Source: an optimization exercise on an open RTL-to-GDS flow (aim: small area, a short achievable clock period and few clock cycles per item). Production flows keep margins and buffers that such runs may drop.
No activity file was given, so power comes from the tool's default toggle rates.

JK:
==> flow/design.v <==
`timescale 10ns / 100ps
module divider #
(
    parameter   [16:0] REGMASK = (17'b1_1111_1110_1010_1000),
    parameter   [16:0] FASTMASK = (17'b0_0000_0011_1111_0000),
    parameter   [16:0] HZMASK = (17'b0_0000_0011_1111_0000)
)(
    input           i_rstn          ,
    input           i_sclk          ,
    input           i_input_valid   ,
    input   [15:0]  i_dividend      ,
    input   [15:0]  i_divisor       ,
    output          o_output_valid  ,
    output  [15:0]  o_quotient      ,
    output  [15:0]  o_remainder
);
    wire    [15:0]  w_rem [0:16];
    wire    [15:0]  w_aq  [0:16];    
    wire    [15:0]  w_dvs [0:16];
    wire    [16:0]  w_vld;
    wire    [15:0]  s_rem [0:16];
    wire    [15:0]  s_aq  [0:16];
    wire    [15:0]  s_dvs [0:16];
    wire    [16:0]  s_vld;
    wire    [16:0]  hzf;             
    assign w_rem[0] = 16'd0;
    assign w_aq[0]  = i_dividend;
    assign w_dvs[0] = i_divisor;
    assign w_vld[0] = i_input_valid;
    genvar k;
    generate for (k = 0; k <= 16; k = k + 1) begin : stage
        if (k >= 1) begin : row
            wire    [k-1:0] x  = (k == 1) ? s_aq[k-1][15] : {s_rem[k-1][k-2 >= 0 ? k-2 : 0:0], s_aq[k-1][15]};
            wire    [k-1:0] bl = s_dvs[k-1][k-1:0];
            localparam integer L = 7;                  
            wire    [k-1:0] gi = x & ~bl;            
            wire    [k-1:0] ti = x | ~bl;            
            wire    [k-1:0] gg [0:L];
            wire    [k-1:0] pp [0:L];
            assign gg[0] = {gi[k-1:1], 1'b1};
            assign pp[0] = {ti[(k > 1 ? k-2 : 0):0], 1'b0};
            genvar l, j;
            for (l = 0; l < L; l = l + 1) begin : lvl
                for (j = 0; j < k; j = j + 1) begin : bt
                    localparam integer s  = (l < 4) ? l : 6 - l;
                    localparam integer ok = FASTMASK[k] ? (l < 4 && ((j >> l) & 1))
                                          : (l < 4) ? ((j + 1) % (2 << s) == 0)
                                          : ((j + 1) % (2 << s) == (1 << s) && j >= (2 << s));
                    if (ok) begin : comb
                        localparam integer m = FASTMASK[k] ? ((j >> l) << l) - 1 : j - (1 << s);
                        assign gg[l+1][j] = gg[l][j] | (pp[l][j] & gg[l][m]);
                        assign pp[l+1][j] = pp[l][j] & pp[l][m];
                    end else begin : pass
                        assign gg[l+1][j] = gg[l][j];
                        assign pp[l+1][j] = pp[l][j];
                    end
                end
            end
            wire    [k:0]   c  = {ti & gg[L], 1'b1};
            wire            hz = (k == 16) ? 1'b1 : HZMASK[k] ? hzf[k] : ~|(s_dvs[k-1] >> k);
            wire            q  = hz & c[k];
            wire    [k-1:0] r  = x ^ ({k{q}} & ~(bl ^ c[k-1:0]));
            assign w_rem[k] = {{(16-k){1'b0}}, r};
            assign w_aq[k]  = {s_aq[k-1][14:0], q};
            assign w_dvs[k] = s_dvs[k-1];
            assign w_vld[k] = s_vld[k-1];
        end
        if (REGMASK[k]) begin : pipe
            reg         r_vld;
            reg [15:0]  r_aq;
            always @(posedge i_sclk or negedge i_rstn)
                if (!i_rstn) r_vld <= 1'b0;
                else         r_vld <= w_vld[k];
            always @(posedge i_sclk)
                r_aq <= w_aq[k];
            assign s_vld[k] = r_vld;
            assign s_aq[k]  = r_aq;
            if (k >= 1) begin : rem
                reg [k-1:0] r_rem;
                always @(posedge i_sclk)
                    r_rem <= w_rem[k][k-1:0];
                assign s_rem[k] = {{(16-k){1'b0}}, r_rem};
            end else begin : norem
                assign s_rem[k] = 16'd0;
            end
            genvar h;
            for (h = k + 1; h < 16; h = h + 1) begin : hzreg
                if (HZMASK[h] && ((REGMASK >> (k + 1)) & ((17'd1 << (h - k - 1)) - 17'd1)) == 17'd0) begin : r
                    reg r_hz;
                    always @(posedge i_sclk)
                        r_hz <= ~|(w_dvs[k] >> h);
                    assign hzf[h] = r_hz;
                end
            end
            if (k < 16) begin : dvs
                reg [15:0] r_dvs;
                always @(posedge i_sclk)
                    r_dvs <= w_dvs[k];
                assign s_dvs[k] = r_dvs;
            end else begin : nodvs
                assign s_dvs[k] = 16'd0;
            end
        end else begin : thru
            assign s_vld[k] = w_vld[k];
            assign s_aq[k]  = w_aq[k];
            assign s_rem[k] = w_rem[k];
            assign s_dvs[k] = w_dvs[k];
        end
    end
    endgenerate
    assign o_output_valid = s_vld[16];
    assign o_quotient     = s_aq[16];
    assign o_remainder    = s_rem[16];
endmodule
export LEC_CHECK = 0
export ABC_AREA = 1
export CAP_MARGIN = 20
export CORE_MARGIN = 2
export CORE_UTILIZATION = 45
export CTS_CLUSTER_DIAMETER = 80
export CTS_CLUSTER_SIZE = 30
export PLACE_DENSITY = 0.6
export SETUP_SLACK_MARGIN = 3.3
export SLEW_MARGIN = 20
create_clock -name core_clock -period 5.5 [get_ports {i_sclk}]
standard.sh (not shown) runs the stock make flow with config.mk's settings and CLKGATE_MAP_FILE= SYNTH_SCRIPT=/design/flow/synth_recipe.tcl, a recipe that flattens the netlist after the stock synthesis.
==> flow/flow/run.sh <==
#!/bin/bash
# Standard synthesis, unchanged; then the standard layout with port buffers
# that the resizer may resize (no footprint matching).
set -e
bash standard.sh synth > synth.log 2>&1
bash standard.sh MATCH_CELL_FOOTPRINT=0 "BUFFER_PORTS_ARGS=-buffer_cell sky130_fd_sc_hd__buf_4" finish > layout.log 2>&1
JK ended with every stage complete and zero timing, DRC or antenna violations.
What MS does differently from JK at the input level:
==> flow/design.v <==
`timescale 10ns / 100ps
module divider #
(
    parameter   [16:0] REGMASK = (17'b1_1111_1111_1111_1110)
)(
    input           i_rstn          ,
    input           i_sclk          ,
    input           i_input_valid   ,
    input   [15:0]  i_dividend      ,
    input   [15:0]  i_divisor       ,
    output          o_output_valid  ,
    output  [15:0]  o_quotient      ,
    output  [15:0]  o_remainder
);
    wire    [15:0]  w_rem [0:16];
    wire    [15:0]  w_aq  [0:16];    
    wire    [15:0]  w_dvs [0:16];
    wire    [16:0]  w_vld;
    wire    [15:0]  s_rem [0:16];
    wire    [15:0]  s_aq  [0:16];
    wire    [15:0]  s_dvs [0:16];
    wire    [16:0]  s_vld;
    assign w_rem[0] = 16'd0;
    assign w_aq[0]  = i_dividend;
    assign w_dvs[0] = i_divisor;
    assign w_vld[0] = i_input_valid;
    genvar k;
    generate for (k = 0; k <= 16; k = k + 1) begin : stage
        if (k >= 1) begin : row
            wire    [k-1:0] x  = (k == 1) ? s_aq[k-1][15] : {s_rem[k-1][k-2 >= 0 ? k-2 : 0:0], s_aq[k-1][15]};
            wire    [k-1:0] bl = s_dvs[k-1][k-1:0];
            localparam integer L = $clog2(k) + 1;
            wire    [k-1:0] gi = x & ~bl;            
            wire    [k-1:0] ti = x | ~bl;            
            wire    [k-1:0] gg [0:L];
            wire    [k-1:0] pp [0:L];
            assign gg[0] = {gi[k-1:1], 1'b1};
            assign pp[0] = {ti[(k > 1 ? k-2 : 0):0], 1'b0};
            genvar l, j;
            for (l = 0; l < L; l = l + 1) begin : lvl
                for (j = 0; j < k; j = j + 1) begin : bt
                    if ((j >> l) & 1) begin : comb
                        localparam integer m = ((j >> l) << l) - 1;
                        assign gg[l+1][j] = gg[l][j] | (pp[l][j] & gg[l][m]);
                        assign pp[l+1][j] = pp[l][j] & pp[l][m];
                    end else begin : pass
                        assign gg[l+1][j] = gg[l][j];
                        assign pp[l+1][j] = pp[l][j];
                    end
                end
            end
            wire    [k:0]   c  = {ti & gg[L], 1'b1};
            wire            hz = (k == 16) ? 1'b1 : ~|(s_dvs[k-1] >> k);
            wire            q  = hz & c[k];
            wire    [k-1:0] r  = x ^ ({k{q}} & ~(bl ^ c[k-1:0]));
            assign w_rem[k] = {{(16-k){1'b0}}, r};
            assign w_aq[k]  = {s_aq[k-1][14:0], q};
            assign w_dvs[k] = s_dvs[k-1];
            assign w_vld[k] = s_vld[k-1];
        end
        if (REGMASK[k]) begin : pipe
            reg         r_vld;
            reg [15:0]  r_aq;
            always @(posedge i_sclk or negedge i_rstn)
                if (!i_rstn) r_vld <= 1'b0;
                else         r_vld <= w_vld[k];
            always @(posedge i_sclk)
                r_aq <= w_aq[k];
            assign s_vld[k] = r_vld;
            assign s_aq[k]  = r_aq;
            if (k >= 1) begin : rem
                reg [k-1:0] r_rem;
                always @(posedge i_sclk)
                    r_rem <= w_rem[k][k-1:0];
                assign s_rem[k] = {{(16-k){1'b0}}, r_rem};
            end else begin : norem
                assign s_rem[k] = 16'd0;
            end
            if (k < 16) begin : dvs
                reg [15:0] r_dvs;
                always @(posedge i_sclk)
                    r_dvs <= w_dvs[k];
                assign s_dvs[k] = r_dvs;
            end else begin : nodvs
                assign s_dvs[k] = 16'd0;
            end
        end else begin : thru
            assign s_vld[k] = w_vld[k];
            assign s_aq[k]  = w_aq[k];
            assign s_rem[k] = w_rem[k];
            assign s_dvs[k] = w_dvs[k];
        end
    end
    endgenerate
    assign o_output_valid = s_vld[16];
    assign o_quotient     = s_aq[16];
    assign o_remainder    = s_rem[16];
endmodule
[summary]
MS against JK: multi-input combinational area share fell 6.5 points; pre-CTS setup slack rose 1110 ps; wire length on met1 rose 1.3%.
Compared with JK, MS shows a power in combinational cells that is about 20% lower.
Synthesis-to-finish area growth, MS and JK: larger value in JK
Going from JK to MS, effective utilization at floorplan did not really move; height of the die picked up an extra 13%.
i_divisor[15] as the start point of the critical path was reported by JK, and stage[16].pipe.r_vld$_DFF_PN0_ by MS.
Cmp MS and JK / power consumption / higher: MS
Part of the total power dissipated in the clock network: MS and JK compared, lower one is JK
Detailed route, MS vs JK: via total higher for MS
No functional check of the RTL was part of any run of this note.

-- static timing again, ports no longer ideal --
Ports are ideal in the flow. The routed layouts listed here were re-timed in OpenROAD.
Step 1: set_driving_cell puts a clkbuf_16 on i_sclk and a buf_2 on each other input, an assumption about the parent block.
Step 2 moves the port delays by t, midway between the first and last clock arrival at a register: inputs arrive t later, outputs are due t later. That takes back most of the time a late clock gives input paths.
Three values: no drivers, after step 1, after step 2; two values: the first two.
| run | shift t [ns] | slack for setup (ns) | worst setup path at the end |
|---|---|---|---|
| JK | 0.581 | 3.067 / 3.078 / 2.497 | input to register |
| MS | 0.645 | 3.311 / 3.260 / 3.380 | input to register |
After both steps setup and hold are still met in every run listed. For JK, which loses most, drivers alone change the setup slack by +0.011 ns; drivers and shift together by -0.570 ns.
